Source: an optimization exercise on an open RTL-to-GDS flow (aim: small area, a short achievable clock period and few clock cycles per item). Production flows keep margins and buffers that such runs may drop. At most, simulation tests tie the RTL to the original design; equivalence was not proved.

==> job 7129 <==
// ntt_core
module ntt_core #(
    parameter WIDTH = 24
)(
    input  wire          clk,
    input  wire          rst_n,
    input  wire          start,
    output reg           done,
    output reg  [7:0]    ram_addr_a,
    output reg           ram_we_a,
    output reg  [WIDTH-1:0] ram_wdata_a,
    input  wire [WIDTH-1:0] ram_rdata_a,
    output reg  [7:0]    ram_addr_b,
    output reg           ram_we_b,
    output reg  [WIDTH-1:0] ram_wdata_b,
    input  wire [WIDTH-1:0] ram_rdata_b
);
    localparam [10:0] CC_LAST = 11'd1037;    
    reg        run;       
    reg        prm;       
    reg [10:0] cn;        
    reg [2:0]  pj;        
    reg [3:0]  pd;        
    reg [1:0]  pm;        
    wire idle = !run && !prm;
    function [7:0] pos;
        input [7:0] g;
        input [1:0] e;
        begin
            case (g[7:6])
                2'd0: pos = {e, g[5:0]};
                2'd1: pos = {g[5:4], e, g[3:0]};
                2'd2: pos = {g[5:2], e, g[1:0]};
                default: pos = {g[5:0], e};
            endcase
        end
    endfunction
    function [3:0] brv4;
        input [3:0] x;
        brv4 = {x[0], x[1], x[2], x[3]};
    endfunction
    wire [8:0]  kn   = cn[10:2];
    wire [8:0]  kw1  = kn - 9'd3;               
    wire [8:0]  kw2  = kn - 9'd4;               
    wire        rd_n = run && (kn[8] == 1'b0) && (cn[0] == 1'b0);
    wire        w1_n = run && (cn[1:0] == 2'd3) && (kn >= 9'd3) && (kw1[8] == 1'b0);
    wire        w2_n = run && (cn[1:0] == 2'd1) && (kn >= 9'd4) && (kw2[8] == 1'b0);
    wire [2:0]  pj_n   = (pj == 3'd5) ? 3'd0 : pj + 3'd1;
  ...
==> flow/config.mk <==
export PLATFORM = sky130hd
export DESIGN_NAME = ntt_core
export DESIGN_NICKNAME = ntt_core
export VERILOG_FILES = /design/flow/design.v
export SDC_FILE = /design/flow/constraint.sdc
export NUM_CORES = 8
export LEC_CHECK = 0
export CAP_MARGIN = 20
export CORE_MARGIN = 2
export CORE_UTILIZATION = 40
export SLEW_MARGIN = 20
==> flow/constraint.sdc <==
create_clock -name core_clock -period 10.0 [get_ports {clk}]
set_input_delay 2.0000 -clock core_clock [delete_from_list [all_inputs] [get_ports {clk}]]
set_output_delay 2.0000 -clock core_clock [all_outputs]
set_load 0.01 [all_outputs]
standard.sh (not shown) runs the stock make flow with config.mk's settings and CLKGATE_MAP_FILE= SYNTH_SCRIPT=/design/flow/synth_recipe.tcl, a recipe that flattens the netlist after the stock synthesis.
==> flow/flow/run.sh <==
#!/bin/bash
# Layout flow: the standard ORFS flow (standard synthesis unchanged), with the
# setup repair aiming for more slack than the 10 ns clock needs, so that the
# resizer works on the design's real critical paths.
set -euo pipefail
MARGIN=$(cat flow/margin.txt)
bash standard.sh SETUP_SLACK_MARGIN=$MARGIN finish > standard.log 2>&1
==> flow/flow/margin.txt <==
6.5
==> inputs of job 3189, as changes to job 7129 <==
--- a/flow/design.v
+++ b/flow/design.v
@@ -18,18 +18,17 @@
 endmodule
 module modmul (
     input  wire        clk,
     input  wire [22:0] a,
     input  wire [11:0] bn,
     input  wire [11:0] b1,
     input  wire [11:0] b2,
-    output reg  [24:0] r
+    output reg  [23:0] r
 );
     localparam [24:0] Q = 25'd8380417;
-    localparam [24:0] NE = -25'd1055743;
     reg c0;
     reg c1;
     reg c2;
     reg c3;
     reg c4;
     reg c5;
     reg c6;
@@ -1125,33 +1124,38 @@
     wire [33:0] sm1 = r1a ^ r1b ^ r1c;
     wire [33:0] cy1 = (r1a & r1b) | (r1a & r1c) | (r1b & r1c);
     wire [23:0] r2a = {3'd0, t1[33:13]};
     wire [23:0] r2b = {11'd0, t1[12:0]};
     wire [23:0] r2c = {1'b0, ~t1[12:0], 10'd0};
     wire [23:0] sm2 = r2a ^ r2b ^ r2c;
     wire [23:0] cy2 = (r2a & r2b) | (r2a & r2c) | (r2b & r2c);
-    wire [24:0] q2a = {1'b0, sm2};
-    wire [24:0] q2b = {cy2, 1'b0};
-    wire [24:0] sm3 = q2a ^ q2b ^ NE;
-    wire [24:0] cy3 = (q2a & q2b) | (q2a & NE) | (q2b & NE);
     always @(posedge clk) begin
         p  <= ps + pc;
         t1 <= sm1 + {cy1[32:0], 1'b0};
-        r  <= sm3 + {cy3[23:0], 1'b0};
+        r  <= sm2 + {cy2[22:0], 1'b0};
     end
 endmodule
 `timescale 1ns / 1ps
 module bfly_add1 (
     input  wire [22:0] u,
-    input  wire [24:0] x,      
+    input  wire [23:0] x,      
     output wire [24:0] s,      
     output wire [24:0] d       
 );
-    assign s = {2'd0, u} + x;
-    assign d = {2'd0, u} - x;
+    localparam [24:0] KS = -25'd1055743;        
+    localparam [24:0] KD = 25'd1055744;         
+    wire [24:0] uu = {2'd0, u};
+    wire [24:0] xs = {1'b0, x};
+    wire [24:0] xd = ~{1'b0, x};
+    wire [24:0] ss = uu ^ xs ^ KS;
+    wire [24:0] sc = (uu & xs) | (uu & KS) | (xs & KS);
+    wire [24:0] ds = uu ^ xd ^ KD;
+    wire [24:0] dc = (uu & xd) | (uu & KD) | (xd & KD);
+    assign s = ss + {sc[23:0], 1'b0};
+    assign d = ds + {dc[23:0], 1'b0};
 endmodule
 module bfly_red (
     input  wire [24:0] a,      
     output wire [22:0] r       
 );
     wire        neg = a[24];
     wire        ge  = ~neg & (a[23] | ((&a[22:13]) & (|a[12:0])));    
@@ -1236,15 +1240,15 @@
     reg  [22:0] H;                  
     reg  [24:0] SA, DA;             
     reg  [22:0] U1, U2, U3, U4, U5; 
     reg  [7:0]  tidx;               
     reg  [7:0]  tidxn;              
     reg  [22:0] Z;                  
     reg  [11:0] Wn, W1, W2;         
-    wire [24:0] T;                  
+    wire [23:0] T;                  
     wire [24:0] SA_n, DA_n;
     wire [22:0] S_n, D_n;
     wire [22:0] z_rom;
     wire [11:0] zn, z1, z2;
     wire [1:0]  ph = cn[1:0] - 2'd1;     
     wire [22:0] S  = ram_wdata_a[22:0];    
     wire [22:0] D  = ram_wdata_b[22:0];
==> inputs of job 516, as changes to job 7129 <==
--- a/flow/design.v
+++ b/flow/design.v
@@ -18,18 +18,17 @@
 endmodule
 module modmul (
     input  wire        clk,
     input  wire [22:0] a,
     input  wire [11:0] bn,
     input  wire [11:0] b1,
     input  wire [11:0] b2,
-    output reg  [24:0] r
+    output reg  [23:0] r
 );
     localparam [24:0] Q = 25'd8380417;
-    localparam [24:0] NE = -25'd1055743;
     reg c0;
     reg c1;
     reg c2;
     reg c3;
     reg c4;
     reg c5;
     reg c6;
@@ -1125,33 +1124,38 @@
     wire [33:0] sm1 = r1a ^ r1b ^ r1c;
     wire [33:0] cy1 = (r1a & r1b) | (r1a & r1c) | (r1b & r1c);
     wire [23:0] r2a = {3'd0, t1[33:13]};
     wire [23:0] r2b = {11'd0, t1[12:0]};
     wire [23:0] r2c = {1'b0, ~t1[12:0], 10'd0};
     wire [23:0] sm2 = r2a ^ r2b ^ r2c;
     wire [23:0] cy2 = (r2a & r2b) | (r2a & r2c) | (r2b & r2c);
-    wire [24:0] q2a = {1'b0, sm2};
-    wire [24:0] q2b = {cy2, 1'b0};
-    wire [24:0] sm3 = q2a ^ q2b ^ NE;
-    wire [24:0] cy3 = (q2a & q2b) | (q2a & NE) | (q2b & NE);
     always @(posedge clk) begin
         p  <= ps + pc;
         t1 <= sm1 + {cy1[32:0], 1'b0};
-        r  <= sm3 + {cy3[23:0], 1'b0};
+        r  <= sm2 + {cy2[22:0], 1'b0};
     end
 endmodule
 `timescale 1ns / 1ps
 module bfly_add1 (
     input  wire [22:0] u,
-    input  wire [24:0] x,      
+    input  wire [23:0] x,      
     output wire [24:0] s,      
     output wire [24:0] d       
 );
-    assign s = {2'd0, u} + x;
-    assign d = {2'd0, u} - x;
+    localparam [24:0] KS = -25'd1055743;        
+    localparam [24:0] KD = 25'd1055744;         
+    wire [24:0] uu = {2'd0, u};
+    wire [24:0] xs = {1'b0, x};
+    wire [24:0] xd = ~{1'b0, x};
+    wire [24:0] ss = uu ^ xs ^ KS;
+    wire [24:0] sc = (uu & xs) | (uu & KS) | (xs & KS);
+    wire [24:0] ds = uu ^ xd ^ KD;
+    wire [24:0] dc = (uu & xd) | (uu & KD) | (xd & KD);
+    assign s = ss + {sc[23:0], 1'b0};
+    assign d = ds + {dc[23:0], 1'b0};
 endmodule
 module bfly_red (
     input  wire [24:0] a,      
     output wire [22:0] r       
 );
     wire        neg = a[24];
     wire        ge  = ~neg & (a[23] | ((&a[22:13]) & (|a[12:0])));    
@@ -1186,76 +1190,81 @@
     output reg  [7:0]    ram_addr_b,
     output reg           ram_we_b,
     output reg  [WIDTH-1:0] ram_wdata_b,
     input  wire [WIDTH-1:0] ram_rdata_b
 );
     localparam [10:0] CC_LAST = 11'd1037;    
     reg        run;       
-    reg        prm;       
     reg [10:0] cn;        
-    reg [2:0]  pj;        
-    reg [3:0]  pd;        
-    reg [1:0]  pm;        
-    wire idle = !run && !prm;
-    function [7:0] pos;
+    function [1:0] r2;
+        input [1:0] x;
+        r2 = {x[0], x[1]};
+    endfunction
+    function [7:0] posr;
         input [7:0] g;
         input [1:0] e;
         begin
             case (g[7:6])
-                2'd0: pos = {e, g[5:0]};
-                2'd1: pos = {g[5:4], e, g[3:0]};
-                2'd2: pos = {g[5:2], e, g[1:0]};
-                default: pos = {g[5:0], e};
+                2'd0: posr = {e, g[5:0]};
+                2'd1: posr = {g[5:4], e, g[3:0]};
+                2'd2: posr = {g[5:4], g[1:0], e, g[3:2]};
+                default: posr = {g[1:0], r2(g[3:2]), r2(g[5:4]), e};
             endcase
         end
     endfunction
-    function [3:0] brv4;
-        input [3:0] x;
-        brv4 = {x[0], x[1], x[2], x[3]};
+    function [7:0] posw;
+        input [7:0] g;
+        input [1:0] e;
+        begin
+            case (g[7:6])
+                2'd0: posw = {e, g[5:0]};
+                2'd1: posw = {g[5:4], e, g[3:0]};
+                2'd2: posw = {g[5:4], r2(e), r2(g[1:0]), g[3:2]};
+                default: posw = {r2(e), r2(g[3:2]), r2(g[5:4]), r2(g[1:0])};
+            endcase
+        end
+    endfunction
+    function [5:0] nat;
+        input [7:0] g;
+        begin
+            case (g[7:6])
+                2'd0, 2'd1: nat = g[5:0];
+                2'd2: nat = {g[5:4], g[1:0], g[3:2]};
+                default: nat = {g[1:0], g[5:4], g[3:2]};
+            endcase
+        end
     endfunction
     wire [8:0]  kn   = cn[10:2];
     wire [8:0]  kw1  = kn - 9'd3;               
     wire [8:0]  kw2  = kn - 9'd4;               
     wire        rd_n = run && (kn[8] == 1'b0) && (cn[0] == 1'b0);
     wire        w1_n = run && (cn[1:0] == 2'd3) && (kn >= 9'd3) && (kw1[8] == 1'b0);
     wire        w2_n = run && (cn[1:0] == 2'd1) && (kn >= 9'd4) && (kw2[8] == 1'b0);
-    wire [2:0]  pj_n   = (pj == 3'd5) ? 3'd0 : pj + 3'd1;
-    wire        pf_end = (pj == 3'd5);
-    wire        plast  = pf_end && (pd == 4'd8) && (pm == 2'd1);
-    wire [3:0]  pd_n   = (pf_end && ((pd != 4'd8 && pm == 2'd3))) ? pd + 4'd1 : pd;
-    wire [1:0]  pm_n   = pf_end ? ((pm == 2'd3 || (pd == 4'd8 && pm == 2'd1)) ? 2'd0 : pm + 2'd1) : pm;
-    wire        sec_n  = pj_n[0];
-    wire [3:0]  xa_n   = {pm_n, sec_n, 1'b0};
-    wire [3:0]  xb_n   = {pm_n, sec_n, 1'b1};
-    wire [3:0]  ya_n   = xa_n + pd_n;
-    wire [3:0]  yb_n   = xb_n + pd_n;
-    wire        useb_n = (pj_n[2:1] == 2'd1);     
-    wire [7:0]  pa_n   = useb_n ? {ya_n, brv4(xa_n)} : {xa_n, brv4(ya_n)};
-    wire [7:0]  pb_n   = useb_n ? {yb_n, brv4(xb_n)} : {xb_n, brv4(yb_n)};
-    wire        pwe_n  = (pj_n >= 3'd2);
     reg  [22:0] V;                  
     reg  [22:0] H;                  
     reg  [24:0] SA, DA;             
     reg  [22:0] U1, U2, U3, U4, U5; 
     reg  [7:0]  tidx;               
     reg  [7:0]  tidxn;              
     reg  [22:0] Z;                  
     reg  [11:0] Wn, W1, W2;         
-    wire [24:0] T;                  
+    wire [23:0] T;                  
     wire [24:0] SA_n, DA_n;
     wire [22:0] S_n, D_n;
     wire [22:0] z_rom;
     wire [11:0] zn, z1, z2;
     wire [1:0]  ph = cn[1:0] - 2'd1;     
     wire [22:0] S  = ram_wdata_a[22:0];    
     wire [22:0] D  = ram_wdata_b[22:0];
     wire [10:0] ci  = cn + 11'd2;
     wire [7:0]  gk  = ci[9:2];
-    wire [7:0]  gz1 = (ci[1:0] == 2'd2) ? gk : gk - 8'd1;    
-    wire [7:0]  gz2 = gk - 8'd2;                             
+    wire [7:0]  gq1 = (ci[1:0] == 2'd2) ? gk : gk - 8'd1;    
+    wire [7:0]  gq2 = gk - 8'd2;                             
+    wire [7:0]  gz1 = {gq1[7:6], nat(gq1)};
+    wire [7:0]  gz2 = {gq2[7:6], nat(gq2)};
     reg  [7:0]  tidx_n;
     always @(*) begin
         if (!run) begin
             tidx_n = 8'd1;
         end else if (ci[0] == 1'b0) begin
             case (gz1[7:6])
                 2'd0: tidx_n = 8'd1;
@@ -1289,75 +1298,57 @@
         DA   <= DA_n;
         if (ph == 2'd0) H <= D;
         case (ph)
             2'd1, 2'd3: V <= ram_rdata_b[22:0];
             2'd0:       V <= S;
             default:    V <= H;
         endcase
+        ram_wdata_a <= {1'b0, S_n};
+        ram_wdata_b <= {1'b0, D_n};
         U1 <= U2;
         U2 <= U3;
         U3 <= (ph == 2'd2) ? S : U4;
         U4 <= U5;
         U5 <= (ph == 2'd2) ? D : ram_rdata_a[22:0];
     end
     always @(posedge clk or negedge rst_n) begin
         if (!rst_n) begin
-            run <= 1'b0; prm <= 1'b0; done <= 1'b0;
-            cn <= 11'd1; pj <= 3'd0; pd <= 4'd1; pm <= 2'd0;
+            run <= 1'b0; done <= 1'b0;
+            cn <= 11'd1;
             ram_we_a <= 1'b0; ram_we_b <= 1'b0;
             ram_addr_a <= 8'd64; ram_addr_b <= 8'd192;
-            ram_wdata_a <= {WIDTH{1'b0}}; ram_wdata_b <= {WIDTH{1'b0}};
         end else begin
             done <= 1'b0;
-            if (prm) begin
-                ram_wdata_a <= {1'b0, ram_rdata_a[22:0]};
-                ram_wdata_b <= {1'b0, ram_rdata_b[22:0]};
-            end else begin
-                ram_wdata_a <= {1'b0, S_n};
-                ram_wdata_b <= {1'b0, D_n};
-            end
-            if (idle) begin
+            if (!run) begin
                 ram_we_a <= 1'b0; ram_we_b <= 1'b0;
                 cn <= 11'd1;
                 if (start) begin
                     run <= 1'b1;
                     cn <= 11'd2;
                 end
             end else if (run) begin
                 cn <= cn + 11'd1;
                 if (cn == CC_LAST + 11'd1) begin
-                    run <= 1'b0; prm <= 1'b1;
+                    run <= 1'b0;
+                    done <= 1'b1;
                     cn <= 11'd1;
-                    pj <= 3'd0; pd <= 4'd1; pm <= 2'd0;
                     ram_we_a <= 1'b0; ram_we_b <= 1'b0;
-                    ram_addr_a <= {4'd0, brv4(4'd1)};
-                    ram_addr_b <= {4'd1, brv4(4'd2)};
+                    ram_addr_a <= 8'd64; ram_addr_b <= 8'd192;
                 end else if (rd_n) begin
                     ram_we_a <= 1'b0; ram_we_b <= 1'b0;
-                    ram_addr_a <= pos(kn[7:0], cn[1] ? 2'd0 : 2'd1);
-                    ram_addr_b <= pos(kn[7:0], cn[1] ? 2'd2 : 2'd3);
+                    ram_addr_a <= posr(kn[7:0], cn[1] ? 2'd0 : 2'd1);
+                    ram_addr_b <= posr(kn[7:0], cn[1] ? 2'd2 : 2'd3);
                 end else if (w1_n) begin
                     ram_we_a <= 1'b1; ram_we_b <= 1'b1;
-                    ram_addr_a <= pos(kw1[7:0], 2'd0);
-                    ram_addr_b <= pos(kw1[7:0], 2'd1);
+                    ram_addr_a <= posw(kw1[7:0], 2'd0);
+                    ram_addr_b <= posw(kw1[7:0], 2'd1);
                 end else if (w2_n) begin
                     ram_we_a <= 1'b1; ram_we_b <= 1'b1;
-                    ram_addr_a <= pos(kw2[7:0], 2'd2);
-                    ram_addr_b <= pos(kw2[7:0], 2'd3);
+                    ram_addr_a <= posw(kw2[7:0], 2'd2);
+                    ram_addr_b <= posw(kw2[7:0], 2'd3);
                 end else begin
                     ram_we_a <= 1'b0; ram_we_b <= 1'b0;
                 end
-            end else begin
-                pj <= pj_n; pd <= pd_n; pm <= pm_n;
-                if (plast) begin
-                    prm <= 1'b0;
-                    done <= 1'b1;
-                    ram_we_a <= 1'b0; ram_we_b <= 1'b0;
-                    ram_addr_a <= 8'd64; ram_addr_b <= 8'd192;
-                end else begin
-                    ram_we_a <= pwe_n; ram_we_b <= pwe_n;
-                    ram_addr_a <= pa_n; ram_addr_b <= pb_n;
-                end
             end
         end
     end
 endmodule
==> flow/flow/margin.txt (replaced) <==
6.7
==> inputs of job 8672, as changes to job 7129 <==
--- a/flow/design.v
+++ b/flow/design.v
@@ -18,18 +18,17 @@
 endmodule
 module modmul (
     input  wire        clk,
     input  wire [22:0] a,
     input  wire [11:0] bn,
     input  wire [11:0] b1,
     input  wire [11:0] b2,
-    output reg  [24:0] r
+    output reg  [23:0] r
 );
     localparam [24:0] Q = 25'd8380417;
-    localparam [24:0] NE = -25'd1055743;
     reg c0;
     reg c1;
     reg c2;
     reg c3;
     reg c4;
     reg c5;
     reg c6;
@@ -1125,33 +1124,38 @@
     wire [33:0] sm1 = r1a ^ r1b ^ r1c;
     wire [33:0] cy1 = (r1a & r1b) | (r1a & r1c) | (r1b & r1c);
     wire [23:0] r2a = {3'd0, t1[33:13]};
     wire [23:0] r2b = {11'd0, t1[12:0]};
     wire [23:0] r2c = {1'b0, ~t1[12:0], 10'd0};
     wire [23:0] sm2 = r2a ^ r2b ^ r2c;
     wire [23:0] cy2 = (r2a & r2b) | (r2a & r2c) | (r2b & r2c);
-    wire [24:0] q2a = {1'b0, sm2};
-    wire [24:0] q2b = {cy2, 1'b0};
-    wire [24:0] sm3 = q2a ^ q2b ^ NE;
-    wire [24:0] cy3 = (q2a & q2b) | (q2a & NE) | (q2b & NE);
     always @(posedge clk) begin
         p  <= ps + pc;
         t1 <= sm1 + {cy1[32:0], 1'b0};
-        r  <= sm3 + {cy3[23:0], 1'b0};
+        r  <= sm2 + {cy2[22:0], 1'b0};
     end
 endmodule
 `timescale 1ns / 1ps
 module bfly_add1 (
     input  wire [22:0] u,
-    input  wire [24:0] x,      
+    input  wire [23:0] x,      
     output wire [24:0] s,      
     output wire [24:0] d       
 );
-    assign s = {2'd0, u} + x;
-    assign d = {2'd0, u} - x;
+    localparam [24:0] KS = -25'd1055743;        
+    localparam [24:0] KD = 25'd1055744;         
+    wire [24:0] uu = {2'd0, u};
+    wire [24:0] xs = {1'b0, x};
+    wire [24:0] xd = ~{1'b0, x};
+    wire [24:0] ss = uu ^ xs ^ KS;
+    wire [24:0] sc = (uu & xs) | (uu & KS) | (xs & KS);
+    wire [24:0] ds = uu ^ xd ^ KD;
+    wire [24:0] dc = (uu & xd) | (uu & KD) | (xd & KD);
+    assign s = ss + {sc[23:0], 1'b0};
+    assign d = ds + {dc[23:0], 1'b0};
 endmodule
 module bfly_red (
     input  wire [24:0] a,      
     output wire [22:0] r       
 );
     wire        neg = a[24];
     wire        ge  = ~neg & (a[23] | ((&a[22:13]) & (|a[12:0])));    
@@ -1236,15 +1240,15 @@
     reg  [22:0] H;                  
     reg  [24:0] SA, DA;             
     reg  [22:0] U1, U2, U3, U4, U5; 
     reg  [7:0]  tidx;               
     reg  [7:0]  tidxn;              
     reg  [22:0] Z;                  
     reg  [11:0] Wn, W1, W2;         
-    wire [24:0] T;                  
+    wire [23:0] T;                  
     wire [24:0] SA_n, DA_n;
     wire [22:0] S_n, D_n;
     wire [22:0] z_rom;
     wire [11:0] zn, z1, z2;
     wire [1:0]  ph = cn[1:0] - 2'd1;     
     wire [22:0] S  = ram_wdata_a[22:0];    
     wire [22:0] D  = ram_wdata_b[22:0];
CORE_UTILIZATION = 55   (was 40)
==> comparison <==
Synthesized cell count: job 516 is smaller than job 7129 (6.1%).
Worst setup slack, highest first: job 516, job 3189, job 8672, job 7129.
Critical path depth: job 3189 > job 7129 > job 8672 > job 516.
Final cell count, lowest first: job 8672, job 516, job 3189, job 7129.
Between job 3189 and job 7129, the lower count of clock-buffer cells in the layout is in job 7129 (gap 4).
Worst hold slack: job 3189 > job 516 > job 8672 > job 7129.
Testbench counts of job 3189, summed over its fixed seeds: cycles 29,240, transforms 24.
Testbench counts of job 8672, summed over its fixed seeds: cycles 29,240, transforms 24.
The RTL of job 7129 and job 516 was laid out without a check of its function.

## what the ideal ports hide
No port has a modelled driver above. Below, the same layouts with a new extraction and two added sets of constraints.
Step 1 assumes that a clkbuf_16 drives the clock port and a buf_2 every other input.
Step 2 also shifts input and output timing later by t, the mid clock arrival at the registers, as if the neighbouring blocks saw the same clock.
a / b / c = ideal / step 1 / step 2; a / b = the first two.
| run | shift t [ns] | setup WS [ns] | worst setup path after step 2 | slew at the worst register clock pin (ns) |
|---|---|---|---|---|
| job 7129 | 0.706 | 6.385 / 6.385 / 6.385 | register to register | 0.07 / 0.07 |
| job 3189 | 0.687 | 6.516 / 6.499 / 6.516 | register to register | 0.07 / 0.07 |
| job 516 | 0.694 | 6.666 / 6.648 / 6.561 | input to register | 0.06 / 0.06 |
| job 8672 | 0.684 | 6.509 / 6.509 / 6.509 | register to register | 0.07 / 0.07 |
After both steps setup and hold are still met in every run listed. For job 516, which loses most, drivers alone change the setup slack by -0.018 ns; drivers and shift together by -0.105 ns.
